This design comes from an exercise in tuning for small area on the open sky130 flow, not from production work.
Function was checked by simulation only, so behaviour that the tests miss may differ from the original.

## design/flow/config.mk

```make
export PLATFORM = sky130hd
export DESIGN_NAME = physic
export DESIGN_NICKNAME = physic
export VERILOG_FILES = /design/flow/design.v
export SDC_FILE = /design/flow/constraint.sdc
export NUM_CORES = 4
export LEC_CHECK = 0
export ABC_AREA = 1
export CAP_MARGIN = 20
export CORE_MARGIN = 2
export CORE_UTILIZATION = 60
export CTS_BUF_LIST = sky130_fd_sc_hd__clkbuf_2 sky130_fd_sc_hd__clkbuf_4 sky130_fd_sc_hd__clkbuf_8
export CTS_CLUSTER_DIAMETER = 60
export CTS_CLUSTER_SIZE = 20
export PLACE_DENSITY = 0.7
export SLEW_MARGIN = 20
```

## design/flow/constraint.sdc

```tcl
create_clock -name core_clock -period 10.0 [get_ports {clk}]
set_input_delay 2.0000 -clock core_clock [delete_from_list [all_inputs] [get_ports {clk}]]
set_output_delay 2.0000 -clock core_clock [all_outputs]
set_load 0.01 [all_outputs]
```

## design/flow/design.v

```verilog
module physic (
    input wire clk,
    input wire rst_n,
    input wire en,
    input wire p1_move_left, p1_move_right, p1_jump, p1_smash,
    input wire p2_move_left, p2_move_right, p2_jump, p2_smash,
    input wire p1_cover,
    input wire p2_cover,
    output wire [9:0] p1_pos_x, p1_pos_y,
    output wire [9:0] p2_pos_x, p2_pos_y,
    output wire [9:0] ball_pos_x, ball_pos_y,
    output wire p1_is_smash,
    output wire p2_is_smash,
    output wire ball_is_smash,
    output reg game_over,
    output reg [1:0] winner,
    output reg valid
);
    function [1:0] fadd;    
        input a, b, ci;
        fadd = {(a & b) | (ci & (a ^ b)), a ^ b ^ ci};
    endfunction
    function bor;           
        input a, b, bi;
        bor = (~a & b) | (~(a ^ b) & bi);
    endfunction
    wire [19:0] K5120 = 20'd5120, K2560 = 20'd2560, K3840 = 20'd3840, K4096 = 20'd4096;
    wire [19:0] K7936 = 20'd7936, K8192 = 20'd8192, K256 = 20'd256, K5145 = 20'd5145;
    wire [19:0] K22528 = 20'd22528;
    reg  [4:0] c;
    wire busy  = |c;
    wire run   = en | busy;
    wire first = ~busy;
    wire last  = (c == 5'd19);
    always @(posedge clk or negedge rst_n)
        if (!rst_n) c <= 5'd0;
        else        c <= (run & ~last) ? c + 5'd1 : 5'd0;
    reg [10:0] x1_r;  reg [14:0] y1_r;  reg [10:0] v1_r;  reg a1;
    reg [12:0] x2_r;  reg [14:0] y2_r;  reg [10:0] v2_r;  reg a2;
    reg [19:0] bx_r, by_r, vx_r, vy_r;
    reg [3:0]  cd;
    reg f_x1L, f_x1R, f_x2L, f_x2R, f_ld1, f_ld2;
    reg f_frp, f_frn, f_h1, f_h2, f_hd1, f_hd2, f_sd1, f_sd2;
    reg f_vym, f_vyn, f_nbt, f_nbl, f_nbr, f_wl, f_wr, f_fl, f_wn, f_ce, f_bsm;
    assign p1_pos_x   = {2'b00, x1_r[10:3]};
    assign p1_pos_y   = {1'b0, y1_r[14:6]};
    assign p2_pos_x   = x2_r[12:3];
    assign p2_pos_y   = {1'b0, y2_r[14:6]};
    assign ball_pos_x = bx_r[15:6];
    assign ball_pos_y = by_r[15:6];
    assign p1_is_smash   = f_h1 & p1_smash;
    assign p2_is_smash   = f_h2 & p2_smash;
    assign ball_is_smash = f_bsm;
    wire wx1 = (c >= 5'd3) & (c <= 5'd13);
    wire wx2 = (c >= 5'd3) & (c <= 5'd15);
    wire wy  = (c <= 5'd14);
    wire wv  = (c <= 5'd9);
    wire ox1 = wx1 & x1_r[0];
    wire ox2 = wx2 & x2_r[0];
    wire oy1 = wy & y1_r[0];
    wire oy2 = wy & y2_r[0];
    wire ov1 = wv ? v1_r[0] : v1_r[10];
    wire ov2 = wv ? v2_r[0] : v2_r[10];
    wire obx = bx_r[0];
    wire oby = by_r[0];
    wire ovx = vx_r[0];
    wire ovy = vy_r[0];
    wire cdz    = (cd == 4'd0);
    wire hit    = cdz & (f_h1 | f_h2);
    wire hp1    = f_h1;
    wire hd     = hp1 ? f_hd1 : f_hd2;
    wire sd     = hp1 ? f_sd1 : f_sd2;
    wire sm     = hp1 ? p1_smash : p2_smash;
    wire air    = hp1 ? a1 : a2;
    wire dirb   = hp1 ? p1_move_right : p2_move_left;
    wire header = hit & hd;
    wire body   = hit & ~hd;
    wire nbs    = f_nbl | f_nbr;
    wire wall   = f_wl | f_wr;
    wire mvR1 = p1_move_right & f_x1R;
    wire mvL1 = p1_move_left & f_x1L & ~mvR1;
    wire mvR2 = p2_move_right & f_x2R;
    wire mvL2 = p2_move_left & f_x2L & ~mvR2;
    wire js1  = p1_jump & ~a1;
    wire js2  = p2_jump & ~a2;
    wire ld1  = a1 & f_ld1;
    wire ld2  = a2 & f_ld2;
    reg [9:0] acy;
    wire [19:0] kx1 = go_k(game_over, mvR1, mvL1, 20'd6400);
    wire [1:0]  sx1 = fadd(~game_over & ox1, kx1[c], ~first & acy[0]);
    wire nx1 = sx1[0];
    wire [19:0] kx2 = go_k(game_over, mvR2, mvL2, 20'd33280);
    wire [1:0]  sx2 = fadd(~game_over & ox2, kx2[c], ~first & acy[1]);
    wire nx2 = sx2[0];
    function [19:0] go_k;
        input g, r, l;
        input [19:0] home;
        go_k = g ? home : r ? 20'd200 : l ? -20'd200 : 20'd0;
    endfunction
    wire y1set = game_over | ld1;
    wire [1:0] sy1 = fadd(~y1set & oy1,
                          y1set ? K22528[c] : (a1 & ov1),
                          ~first & acy[2]);
    wire ny1 = sy1[0];
    wire [19:0] kv1 = y1set ? 20'd0 : js1 ? -20'd650 : a1 ? 20'd25 : 20'd0;
    wire [1:0] sv1 = fadd(~(y1set | js1) & ov1, kv1[c], ~first & acy[3]);
    wire nv1 = sv1[0];
    wire y2set = game_over | ld2;
    wire [1:0] sy2 = fadd(~y2set & oy2,
                          y2set ? K22528[c] : (a2 & ov2),
                          ~first & acy[4]);
    wire ny2 = sy2[0];
    wire [19:0] kv2 = y2set ? 20'd0 : js2 ? -20'd650 : a2 ? 20'd25 : 20'd0;
    wire [1:0] sv2 = fadd(~(y2set | js2) & ov2, kv2[c], ~first & acy[5]);
    wire nv2 = sv2[0];
    reg vxA, vxN;
    reg [19:0] vxK;
    always @* begin
        vxA = 1'b0; vxN = 1'b0; vxK = 20'd0;
        if (game_over) ;
        else if (nbs | (~f_fl & wall)) vxN = 1'b1;
        else if (f_fl) ;
        else if (header & sm) begin
            if (air) vxK = dirb ? 20'd1500 : 20'd1000;
            else     vxK = dirb ? 20'd999  : 20'd666;
            if (~hp1) vxK = -vxK;
        end
        else if (header) begin vxA = 1'b1; vxK = sd ? 20'd320 : -20'd320; end
        else if (body)   vxK = sd ? 20'd400 : -20'd400;
        else if (f_frp)  begin vxA = 1'b1; vxK = -20'd3; end
        else if (f_frn)  begin vxA = 1'b1; vxK = 20'd3; end
        else vxA = 1'b1;
    end
    wire [1:0] svx = fadd(vxA & ovx, vxN ? ~ovx : vxK[c], first ? vxN : acy[6]);
    wire nvx = svx[0];
    reg vyA, vyN;
    reg [19:0] vyK;
    always @* begin
        vyA = 1'b0; vyN = 1'b0; vyK = 20'd0;
        if (game_over) ;
        else if (f_nbt | f_ce) vyN = 1'b1;
        else if (f_fl) ;
        else if (header & sm) vyK = air ? 20'd100 : dirb ? -20'd999 : -20'd666;
        else if (header) begin
            if (f_vym) vyK = -20'd750;
            else       vyN = 1'b1;
        end
        else if (body & f_vyn) ;
        else begin vyA = 1'b1; vyK = 20'd25; end
    end
    wire [1:0] svy = fadd(vyA & ovy, vyN ? ~ovy : vyK[c], first ? vyN : acy[7]);
    wire nvy = svy[0];
    reg [1:0] bxA;    
    reg bxV;          
    reg [19:0] bxK;
    always @* begin
        bxA = 2'd0; bxV = 1'b0; bxK = 20'd0;
        if (game_over)  bxK = (winner == 2'd1) ? 20'd28160 : 20'd7680;
        else if (f_nbl) bxK = 20'd15166;
        else if (f_nbr) bxK = 20'd20674;
        else if (f_wl)  bxK = 20'd2;
        else if (f_wr)  bxK = 20'd35838;
        else if (body) begin
            bxA = hp1 ? 2'd2 : 2'd3;
            if (hp1) bxK = sd ? 20'd7937 : -20'd1025;
            else     bxK = sd ? 20'd4097 : -20'd4865;
        end
        else begin bxA = 2'd1; bxV = 1'b1; end
    end
    wire abx = (bxA == 2'd1) ? obx : (bxA == 2'd2) ? ox1 : (bxA == 2'd3) ? ox2 : 1'b0;
    wire [1:0] sbx = fadd(abx, bxV ? ovx : bxK[c], ~first & acy[8]);
    wire nbx = sbx[0];
    reg [1:0] byA;    
    reg byV;
    reg [19:0] byK;
    always @* begin
        byA = 2'd0; byV = 1'b0; byK = 20'd0;
        if (game_over)  byK = 20'd3200;
        else if (f_ce)  byK = 20'd1;
        else if (f_fl)  byK = 20'd25600;
        else if (header) begin byA = hp1 ? 2'd2 : 2'd3; byK = -20'd5120; end
        else begin byA = 2'd1; byV = 1'b1; end
    end
    wire aby = (byA == 2'd1) ? oby : (byA == 2'd2) ? oy1 : (byA == 2'd3) ? oy2 : 1'b0;
    wire [1:0] sby = fadd(aby, byV ? ovy : byK[c], ~first & acy[9]);
    wire nby = sby[0];
    always @(posedge clk)
        acy <= {sby[1], sbx[1], svy[1], svx[1], sv2[1], sy2[1], sv1[1], sy1[1], sx2[1], sx1[1]};
    reg [15:0] dcy;
    wire [1:0] d0  = fadd(nbx, K5120[c], ~first & dcy[0]);    
    wire [1:0] d1  = fadd(nbx, K2560[c], ~first & dcy[1]);    
    wire [1:0] d2  = fadd(nby, K5120[c], ~first & dcy[2]);    
    wire [1:0] d3  = fadd(nby, K2560[c], ~first & dcy[3]);    
    wire [1:0] d4  = fadd(nby, K3840[c], ~first & dcy[4]);    
    wire [1:0] d5  = fadd(nx1, K4096[c], ~first & dcy[5]);    
    wire [1:0] d6  = fadd(nx1, K7936[c], ~first & dcy[6]);    
    wire [1:0] d7  = fadd(ny1, K8192[c], ~first & dcy[7]);    
    wire [1:0] d8  = fadd(ny1, K2560[c], ~first & dcy[8]);    
    wire [1:0] d9  = fadd(nx2, K256[c], ~first & dcy[9]);    
    wire [1:0] d10 = fadd(nx2, K4096[c], ~first & dcy[10]);   
    wire [1:0] d11 = fadd(ny2, K8192[c], ~first & dcy[11]);   
    wire [1:0] d12 = fadd(ny2, K2560[c], ~first & dcy[12]);   
    wire [1:0] d13 = fadd(nby, nvy, ~first & dcy[13]);                    
    wire [1:0] d14 = fadd(d13[0], K5145[c], ~first & dcy[14]);  
    wire [1:0] d15 = fadd(nbx, nvx, ~first & dcy[15]);                    
    always @(posedge clk)
        dcy <= {d15[1], d14[1], d13[1], d12[1], d11[1], d10[1], d9[1], d8[1],
                d7[1], d6[1], d5[1], d4[1], d3[1], d2[1], d1[1], d0[1]};
    wire xA = d0[0], xB = d1[0], yA = d2[0], yB = d3[0], yC = d4[0];
    wire x1a = d5[0], x1b = d6[0], y1b = d7[0], y1c = d8[0];
    wire x2a = d9[0], x2b = d10[0], y2b = d11[0], y2c = d12[0];
    wire nyA = d14[0], nxs = d15[0];
    reg [24:0] cq;
    wire lst = last;
    wire [19:0] K400 = 20'd400, KM400 = -20'd400, KM512 = -20'd512;
    wire [19:0] K19200 = 20'd19200, K15168 = 20'd15168, K20672 = 20'd20672;
    wire [19:0] K20480 = 20'd20480, K1 = 20'd1, K35839 = 20'd35839, K25600 = 20'd25600;
    wire c0  = bor((x1a) ^ lst, (xA) ^ lst, ~first & cq[0]);         
    wire c1  = bor((nbx) ^ lst, (x1b) ^ lst, ~first & cq[1]);        
    wire c2  = bor((ny1) ^ lst, (yA) ^ lst, ~first & cq[2]);         
    wire c3  = bor((nby) ^ lst, (y1b) ^ lst, ~first & cq[3]);        
    wire c4  = bor((x2a) ^ lst, (xA) ^ lst, ~first & cq[4]);
    wire c5  = bor((nbx) ^ lst, (x2b) ^ lst, ~first & cq[5]);
    wire c6  = bor((ny2) ^ lst, (yA) ^ lst, ~first & cq[6]);
    wire c7  = bor((nby) ^ lst, (y2b) ^ lst, ~first & cq[7]);
    wire c8  = bor((yB) ^ lst, (y1c) ^ lst, ~first & cq[8]);         
    wire c9  = bor((yB) ^ lst, (y2c) ^ lst, ~first & cq[9]);         
    wire c10 = bor((x1a) ^ lst, (xB) ^ lst, ~first & cq[10]);         
    wire c11 = bor((x2b) ^ lst, (xB) ^ lst, ~first & cq[11]);
    wire c12 = bor((K400[c]) ^ lst, (nvx) ^ lst, ~first & cq[12]);    
    wire c13 = bor((nvx) ^ lst, (KM400[c]) ^ lst, ~first & cq[13]);   
    wire c14 = bor((KM512[c]) ^ lst, (nvy) ^ lst, ~first & cq[14]);   
    wire c15 = bor((K19200[c]) ^ lst, (nyA) ^ lst, ~first & cq[15]);  
    wire c16 = bor((K15168[c]) ^ lst, (nxs) ^ lst, ~first & cq[16]);  
    wire c17 = bor((nxs) ^ lst, (K20672[c]) ^ lst, ~first & cq[17]);  
    wire c18 = bor((yC) ^ lst, (K19200[c]) ^ lst, ~first & cq[18]);   
    wire c19 = bor((xB) ^ lst, (K20480[c]) ^ lst, ~first & cq[19]);   
    wire c20 = bor((K1[c]) ^ lst, (nbx) ^ lst, ~first & cq[20]);      
    wire c21 = bor((nbx) ^ lst, (K35839[c]) ^ lst, ~first & cq[21]);  
    wire c22 = bor((nby) ^ lst, (K25600[c]) ^ lst, ~first & cq[22]);  
    wire c23 = bor((nbx) ^ lst, (K20480[c]) ^ lst, ~first & cq[23]);  
    wire c24 = bor((1'b0) ^ lst, (nby) ^ lst, ~first & cq[24]);       
    reg nzx, nzy;
    wire nzx_n = (~first & nzx) | nvx;
    wire nzy_n = (~first & nzy) | nvy;
    reg [5:0] sq;
    wire hold16 = (c >= 5'd16);
    wire [15:0] K600 = 16'd600, K32768 = 16'd32768, K64936 = 16'd64936;
    wire [3:0] cl = c[3:0];
    wire s0 = hold16 ? sq[0] : bor(K600[cl],   nvx, ~first & sq[0]);   
    wire s1 = hold16 ? sq[1] : bor(K32768[cl], nvx, ~first & sq[1]);   
    wire s2 = hold16 ? sq[2] : bor(nvx, K64936[cl], ~first & sq[2]);   
    wire s3 = hold16 ? sq[3] : bor(K600[cl],   nvy, ~first & sq[3]);
    wire s4 = hold16 ? sq[4] : bor(K32768[cl], nvy, ~first & sq[4]);
    wire s5 = hold16 ? sq[5] : bor(nvy, K64936[cl], ~first & sq[5]);
    always @(posedge clk) begin
        cq <= {c24, c23, c22, c21, c20, c19, c18, c17, c16, c15, c14, c13,
               c12, c11, c10, c9, c8, c7, c6, c5, c4, c3, c2, c1, c0};
        nzx <= nzx_n;
        nzy <= nzy_n;
        sq <= {s5, s4, s3, s2, s1, s0};
    end
    wire bsm_x = nvx ? (sq[1] & sq[2]) : (sq[0] & ~vx_r[16]);
    wire bsm_y = nvy ? (sq[4] & sq[5]) : (sq[3] & ~vy_r[16]);
    localparam [19:0] R_X1 = 20'd6400, R_Y = 20'd22528, R_X2 = 20'd33280;
    localparam [19:0] R_BX = 20'd7680, R_BY = 20'd3200;
    always @(posedge clk or negedge rst_n) begin
        if (!rst_n) begin
            x1_r <= R_X1[13:3]; y1_r <= R_Y[14:0]; v1_r <= 11'd0; a1 <= 1'b0;
            x2_r <= R_X2[15:3]; y2_r <= R_Y[14:0]; v2_r <= 11'd0; a2 <= 1'b0;
            bx_r <= R_BX; by_r <= R_BY; vx_r <= 20'd0; vy_r <= 20'd0;
            cd <= 4'd0; game_over <= 1'b0; winner <= 2'd0; valid <= 1'b0;
            f_x1L <= 1'b1; f_x1R <= 1'b1; f_x2L <= 1'b1; f_x2R <= 1'b0;
            f_ld1 <= 1'b0; f_ld2 <= 1'b0;
            f_frp <= 1'b0; f_frn <= 1'b0; f_h1 <= 1'b0; f_h2 <= 1'b0;
            f_hd1 <= 1'b1; f_hd2 <= 1'b1; f_sd1 <= 1'b0; f_sd2 <= 1'b0;
            f_vym <= 1'b1; f_vyn <= 1'b0; f_nbt <= 1'b0; f_nbl <= 1'b0; f_nbr <= 1'b0;
            f_wl <= 1'b0; f_wr <= 1'b0; f_fl <= 1'b0; f_wn <= 1'b1; f_ce <= 1'b0;
            f_bsm <= 1'b0;
        end else begin
            valid <= last;
            if (run) begin
                bx_r <= {nbx, bx_r[19:1]};
                by_r <= {nby, by_r[19:1]};
                vx_r <= {nvx, vx_r[19:1]};
                vy_r <= {nvy, vy_r[19:1]};
                if (wx1) x1_r <= {nx1, x1_r[10:1]};
                if (wx2) x2_r <= {nx2, x2_r[12:1]};
                if (wy) begin
                    y1_r <= {ny1, y1_r[14:1]};
                    y2_r <= {ny2, y2_r[14:1]};
                end
                if (wv) begin
                    v1_r[9:0] <= {nv1, v1_r[9:1]};
                    v2_r[9:0] <= {nv2, v2_r[9:1]};
                end
            end
            if (last) begin
                v1_r[10] <= nv1;
                v2_r[10] <= nv2;
                a1 <= ~game_over & (js1 | (a1 & ~f_ld1));
                a2 <= ~game_over & (js2 | (a2 & ~f_ld2));
                cd <= ~cdz ? cd - 4'd1 : (f_h1 | f_h2) ? 4'd15 : 4'd0;
                game_over <= ~game_over & f_fl;
                winner <= f_fl ? (f_wn ? 2'd2 : 2'd1) : winner;
                f_x1L <= |x1_r;
                f_x1R <= ~(x1_r[10] & x1_r[9]);
                f_x2L <= (x2_r > 13'd2560);
                f_x2R <= ~x2_r[12];
                f_ld1 <= ({nv1, v1_r[9:0]} == 11'd675);
                f_ld2 <= ({nv2, v2_r[9:0]} == 11'd675);
                f_h1  <= c0 & c1 & c2 & c3;
                f_h2  <= c4 & c5 & c6 & c7;
                f_hd1 <= c8;
                f_hd2 <= c9;
                f_sd1 <= c10;
                f_sd2 <= c11;
                f_frp <= c12;
                f_frn <= c13;
                f_vym <= c14;
                f_vyn <= nvy;
                f_nbt <= c15 & c16 & c17 & c18 & ~nvy & nzy_n;
                f_nbl <= c15 & c16 & c17 & ~c18 & c19 & ~nvx & nzx_n;
                f_nbr <= c15 & c16 & c17 & ~c18 & ~c19 & nvx;
                f_wl  <= ~c20;
                f_wr  <= ~c21;
                f_fl  <= ~c22;
                f_wn  <= c23;
                f_ce  <= ~c24;
                f_bsm <= bsm_x | bsm_y;
            end
        end
    end
endmodule
```

## design/flow/run.sh

```bash
#!/bin/bash
# synth_recipe.tcl (not shown) runs the flow's synth.tcl, then flattens the netlist and writes it again
# the make line also repeats each setting of config.mk as NAME=value (left out here)
make -C /OpenROAD-flow-scripts/flow DESIGN_CONFIG=/design/flow/config.mk WORK_HOME=/design/flow/orfs CLKGATE_MAP_FILE= SYNTH_SCRIPT=/design/flow/synth_recipe.tcl finish
```

==> impl_metrics.yaml, run 1 <==
status:
  status: "timing/DRC/antenna clean"
synthesis:
  synth_edf_count: 6
  ys_ff_latch: 255
  yosysWarnings: 1
  syn_inst: 1525
  netlist_area_um2: 13100
  synth-seq-area-share_pct: 47.0
  syn_avg_cell_area_um2: 8.61
  yosysUniqueCellTypes: 57
  synth_flop_cell: "dfrtp_1"
  async_reset_ff_share_pct: 76.9
global_routing:
  first_global_vias: 9507
  grt_pass1_wl_mm: 48.2
  grt_overflow_total: 0
  grt_start_max_net_pins: 124
  grt_usage_pct: 25.3
  antenna_found_initial: 0
cts:
  cts_num_sinks: 255
  cts_setup_buffers: 0
  hold_buffers: 0
  cts_max_path_buffers: 3
  ctsResizeCount: 0
  cts_tree: "done"
  htreeDepth: 1
  numCtsBuffers: 23
  cts_root_buf: "clkbuf_8"
  clk_pin_slew_ps: 110
  insertion_delay_ps: 580
flow_run:
  cap_violations: 0
timing:
  drv_slew: 0
  clock_skew_ps: 41.0
  tightest_slew_ps: 954
  relSlewSlack_pct: 36.4
  finalHoldViolations: 0
  clock.fmax_mhz: 150
  finalSetupViolCount: 0
  fin_setup_tns_ps: 0
  whs_ps: 460
  rsz0062_at_grt: "no"
  post-route-period-util_pct: 66.6
  final.min_clock_period_ps: 6660
setup_path:
  crit_required_ps: 10490
  slowest_delay_ps: 650
  cp_slowest_cell: "fa_1"
  timing.rr.start: "f_h1$_DFFE_PN0P_"
  cp.arrival_ps: 7150
  critical_path_class: "in2reg"
  critPathLaunchType: "input pin"
  crit_path_start: "p2_move_left"
  end_kind: "flip-flop"
  crit_fanout: 6
drt:
  drt_wl_total_mm: 28.9
  dr_total_vias: 9753
  firstDrtPassIters: 4
  wire_per_inst_um: 16.0
  post-route-drc-count: 0
  final_antenna_net_count: 0
  via_per_inst: 5.39
  drtIter0Drc: 692
die:
  die_x_um: 152
  die_h_um: 152
  start_util_pct: 60.7
  io_pins: 80
  design.core.area_um2: 21600
  rows: 54
  dieArea_um2: 23100
placement:
  dp_hpwl_mm: 20.7
  place.port_buffers: 73
  place_congestion: 0.949
final_layout:
  nets: 1595
  area_growth_pct: 7.12
  layout-drive-gt1-share_pct: 8.84
  fillers: 1858
  diodes: 0
worst_hold_path:
  hold_path.class: "reg2reg"
  hold_path.startpoint: "nzy$_DFF_P_"
[state kept, by name, indices dropped and copies added, names as in the netlist, 2 cells and up]
| name | flops |
|---|---|
| y1_r | 15 |
| y2_r | 15 |
| winner | 2 |
| bx_r | 20 |
| sq | 6 |
| by_r | 20 |
| vx_r | 20 |
| v2_r | 11 |
| x2_r | 13 |
| c | 5 |
| cq | 25 |
| cd | 4 |
| x1_r | 11 |
| v1_r | 11 |
| acy | 10 |
| vy_r | 20 |
| dcy | 16 |
[cell families after synthesis]
logic type / count (synthesis) / share of synthesized area (%)
AND/OR/NAND/NOR: 518 / 17.0
buffers and inverters: 335 / 12.2
AO/OA/AOI/OAI: 320 / 13.8
flip-flops: 255 / 47.0
adder cells (fa/ha/maj): 70 / 8.16
XOR/XNOR: 22 / 1.47
multiplexers: 4 / 0.333
other: 1 / 0.0286
[Yosys cell counts (3+ instances only)]
cell type,instances,area share (%)
nor2_1,157,4.5
nand2_1,248,7.1
o21ai_0,133,5.1
edfxtp_1,6,1.4
inv_1,206,5.9
dfstp_2,25,5.0
o21ai_1,17,0.65
o31ai_1,3,0.17
a31oi_1,12,0.57
a21oi_1,98,3.7
dfrtp_1,171,33
nand2_2,6,0.29
nand2_4,4,0.34
xnor2_1,9,0.60
nand4_1,16,0.76
nand3_2,4,0.30
buf_2,33,1.3
nand3_1,51,1.9
o211ai_1,4,0.23
clkbuf_1,14,0.40
ha_1,44,4.2
nor2_4,5,0.43
mux2_2,3,0.26
fa_1,26,4.0
inv_2,4,0.11
buf_6,5,0.43
a31o_2,23,1.5
nand3b_1,3,0.17
o41ai_1,4,0.27
xor2_1,13,0.87
buf_4,69,3.9
a211oi_1,4,0.23
a22oi_1,3,0.17
o22ai_1,4,0.19
nor3_1,15,0.57
nor4_1,4,0.19
dfxtp_1,53,8.1
[worst paths after layout]
kind                                          to  slack, ps  cells after the start
max in group asynchronous    v1_r[3]$_DFFE_PN0P_       7310                      2
min                                  nzy$_DFF_P_        460                      2
max reg2reg                    f_nbr$_DFFE_PN0P_       4390                     28
min reg2reg                          nzy$_DFF_P_        460                      2
max                            f_nbr$_DFFE_PN0P_       3340                     29
min in group asynchronous  game_over$_DFFE_PN0P_       1370                      1
[stage by stage]
stage	area [um^2]	utilization [%]	setup slack, ps	cells
4_1_cts	14000	64.9	3380	1807
3_5_place_dp	13500	62.4	2780	1766
6_report	14100	65.1	3340	1808
5_1_grt	14100	65.1	2860	1808
2_1_floorplan	13100	-	4050	1528
3_3_place_gp	13500	62.4	2870	1766
[worst max-delay path, delay by kind of cell]
kind / cells / cell delay (ps)
adders and majority gates: 4 / 1750
buffers and inverters: 7 / 1130
and+or+nand+nor: 13 / 1080
AOI/OAI and AO/OA: 4 / 920
xor gates and xnor gates: 1 / 250
[routing by layer]
metal | GRT usage (%) | share of wire [%] | up-vias
met2 | 40.6 | 46 | 222
met5 | 0 | 0 | -
met3 | 3.42 | 5.2 | 45
met1 | 36.9 | 46 | 4655
met4 | 6.45 | 2.7 | 0
li1 | - | - | 4831
[placed cells by master, fill, tap and decap left out, types with 5 or more instances in the layout]
master / Yosys / routed
dfrtp_1: 171 / 171
nand2_2: 6 / 7
a31oi_1: 12 / 12
nand2_1: 248 / 247
nor2_4: 5 / 6
clkdlybuf4s50_1: 0 / 72
nor3_1: 15 / 15
inv_1: 206 / 206
edfxtp_1: 6 / 6
clkbuf_8: 0 / 24
dfxtp_1: 53 / 53
o21ai_1: 17 / 17
a31o_2: 23 / 23
o21ai_0: 133 / 133
xnor2_1: 9 / 9
nand4_1: 16 / 16
nand3_1: 51 / 51
dfstp_2: 25 / 25
fa_1: 26 / 26
inv_6: 0 / 5
xor2_1: 13 / 13
buf_4: 69 / 8
ha_1: 44 / 44
a21oi_1: 98 / 98
nor2_1: 157 / 156
[area by class of cell]
cell class | count | area, um^2 | area share, %
Clock buffer | 24 | 324 | 2.30
Clock inverter | 17 | 215 | 1.53
Inverter | 212 | 796 | 5.66
Multi-Input combinational cell | 938 | 5380 | 38.3
Sequential cell | 255 | 6180 | 43.9
Tap cell | 280 | 350 | 2.49
Timing Repair Buffer | 82 | 822 | 5.84
==> inputs of run 2 (changes only) <==
==> design/flow/config.mk (replaced) <==
export PLATFORM = sky130hd
export DESIGN_NAME = physic
export DESIGN_NICKNAME = physic
export VERILOG_FILES = /design/flow/design.v
export SDC_FILE = /design/flow/constraint.sdc
export NUM_CORES = 4
export LEC_CHECK = 0
export ABC_AREA = 1
export CAP_MARGIN = 20
export CORE_MARGIN = 2
export CORE_UTILIZATION = 40
export PLACE_DENSITY = 0.6
export SLEW_MARGIN = 20
==> run 2 against run 1 <==
Against the previous run: still clean on timing, DRC and antenna; cell area increased by 5.0%; cell count increased by 9.7%; register-to-register slack got worse by 340 ps; global-route usage decreased by 6.9 points; worst hold slack improved by 4.1 ps; die area increased by 49%; via count about the same; critical path type unchanged; largest cell class unchanged.
==> impl_metrics.yaml, run 2 <==
timing:
  finalSetupViolCount: 0
  setup_ws_ps: 3350
  fin_setup_tns_ps: 0
  whs_ps: 464
  finalHoldViolations: 0
  rsz0062_at_grt: "no"
  drv_slew: 0
  clock.fmax_mhz: 150
  clock_skew_ps: 12.3
  final.min_clock_period_ps: 6650
  tightest_slew_ps: 961
  relSlewSlack_pct: 35.9
  post-route-period-util_pct: 66.5
worst_hold_path:
  min_path_cells: 2
  min_to: "nzy$_DFF_P_"
  hold_path.startpoint: "nzy$_DFF_P_"
  hold_path.class: "reg2reg"
setup_path:
  crit_required_ps: 10400
  slowest_delay_ps: 670
  crit_fanout: 6
  rr_endpoint: "f_nbt$_DFFE_PN0P_"
  timing.rr.start: "c[0]$_DFF_PN0_"
  cp.arrival_ps: 7050
  reg2reg_setup_slack_ps: 4050
  cp_slowest_cell: "fa_1"
  critPathLaunchType: "input pin"
  end_kind: "flip-flop"
  critical_path_class: "in2reg"
  rr_worst_depth: 16
cts:
  insertion_delay_ps: 560
  cts_max_path_buffers: 3
  cts_tree: "done"
  htreeDepth: 1
  cts_root_buf: "clkbuf_16"
  cts_setup_buffers: 0
  numCtsBuffers: 29
  cts_num_sinks: 255
  hold_buffers: 0
  ctsResizeCount: 0
  clk_pin_slew_ps: 60
placement:
  placed_cells: 1930
  place.port_buffers: 73
  post-place-ws_ps: 2760
  place_congestion: 0.937
  dp_hpwl_mm: 22.1
die:
  die_h_um: 185
  design.core.area_um2: 32500
  dieArea_um2: 34300
  io_pins: 80
  rows: 66
  die_x_um: 185
  start_util_pct: 40.5
drt:
  post-route-drc-count: 0
  drtIter0Drc: 633
  final_antenna_net_count: 0
  via_per_inst: 4.92
  firstDrtPassIters: 5
  dr_total_vias: 9758
  wire_per_inst_um: 15.5
  drt_wl_total_mm: 30.7
synthesis:
  syn_avg_cell_area_um2: 8.61
  yosysUniqueCellTypes: 57
  netlist_area_um2: 13100
  synth.top_cell.area_share_pct: 32.6
  synth_flop_cell: "dfrtp_1"
  synth_largest_area_cell: "dfrtp_1"
  synth_area_leaders: "dfrtp_1, dfxtp_1, nand2_1"
  synth_edf_count: 6
  async_reset_ff_share_pct: 76.9
  synth-seq-area-share_pct: 47.0
  synth.most_common_cell: "nand2_1"
  ys_ff_latch: 255
  syn_inst: 1525
  yosys-top-cells-count: "nand2_1, inv_1, dfrtp_1"
  yosysWarnings: 1
status:
  status: "timing/DRC/antenna clean"
final_layout:
  final_cell_mix: "nand2_1, inv_1, dfrtp_1, nor2_1, o21ai_0"
  fin_cells: 1984
  largest-register: "cq"
  largest_reg_flops: 25
  nets: 1602
  layout-drive-gt1-share_pct: 9.40
  diodes: 0
  fillers: 3188
  area_growth_pct: 12.5
  final_common_cell: "nand2_1"
global_routing:
  grt_usage_pct: 18.5
  antenna_found_initial: 0
  grt_start_max_net_pins: 119
  grt_pass1_wl_mm: 50.3
  first_global_vias: 9421
  grt_overflow_total: 0
flow_run:
  cap_violations: 0
==> run 2: cell count changes in the layout (fill, tap and decap cells not counted), sizes merged <==
cell	before	now
buf	9	10
clkinv	8	9
clkbuf	25	40
clkinvlp	0	2
bufinv	1	5
inv	220	211
==> run 2: cell families (layout without fill, tap and decap cells) <==
logic type      Yosys count  count (layout)  share of synthesized area, %
compound gates          320             320                          13.8
xor+xnor                 22              22                          1.47
fa+ha+maj                70              70                          8.16
buf+inv                 335             349                          12.2
flops                   255             255                          47.0
mux                       4               4                         0.333
other cells               1               4                        0.0286
simple gates            518             518                          17.0
==> run 2: per-layer routing <==
metal / GRT usage [%] / wire (um)
met3: 2.32 / 1250
met4: 6.03 / 974
met1: 26.5 / 14500
met2: 29.0 / 14000
met5: 0 / 0
==> run 2: cell type report <==
class,count,area (um^2),area share [%]
Clock buffer,39,833,5.64
Tap cell,442,553,3.74
Sequential cell,255,6180,41.8
Timing Repair Buffer,83,810,5.48
Clock inverter,15,223,1.51
Inverter,212,796,5.39
Multi-Input combinational cell,938,5380,36.4
==> run 2: how the worst max path moves through the flow <==
stage	start	end	slack, ps	cells after the start
global route	p2_move_left	f_nbr$_DFFE_PN0P_	2890	29
finish	p2_move_left	f_nbr$_DFFE_PN0P_	3350	29
floorplan	p2_move_left	f_nbr$_DFFE_PN0P_	4050	28
detailed placement	p2_move_left	f_nbr$_DFFE_PN0P_	2760	29
CTS	p2_move_left	f_nbr$_DFFE_PN0P_	3350	29
global placement	p2_move_left	f_nbr$_DFFE_PN0P_	2850	29
==> run 2: stage by stage <==
stage,cell area (um^2),utilization [%]
2_1_floorplan,13100,-
3_3_place_gp,13700,42.3
3_5_place_dp,13700,42.3
4_1_cts,14800,45.5
5_1_grt,14800,45.5
6_report,14800,45.5
==> run 2: critical path, delay by kind of cell <==
family / cells / cell delay [ps]
adder cells (fa/ha/maj): 4 / 1780
AO/OA/AOI/OAI: 4 / 880
XOR/XNOR: 1 / 240
buffers and inverters: 7 / 1110
AND/OR/NAND/NOR: 13 / 1050

what the ideal ports hide:
The flow's constraints put no driver on any port. The routed layouts listed below were extracted and timed again, unchanged, in two steps.
Step 1 sets driving cells, clkbuf_16 on the clock port and buf_2 on the other inputs (assumed; they add their load-dependent delay and slew).
Step 2 moves the port delays by t, midway between the first and last clock arrival at a register: inputs arrive t later, outputs are due t later. That takes back most of the time a late clock gives input paths.
a / b / c = ideal ports / drivers / drivers and shift; a / b = the first two.
run | t, ns | slack for setup (ns) | worst hold slack (ns) | clock arrival spread, ns
run 1 | 0.607 | 3.337 / 3.358 / 2.752 | 0.460 / 0.460 / 0.460 | 0.041 / 0.041
run 2 | 0.599 | 3.348 / 3.365 / 2.767 | 0.464 / 0.464 / 0.464 | 0.012 / 0.013
After both steps every run listed still meets setup and hold. The setup slack of run 1, which loses most, moves by +0.021 ns with the drivers and by -0.585 ns with both steps.
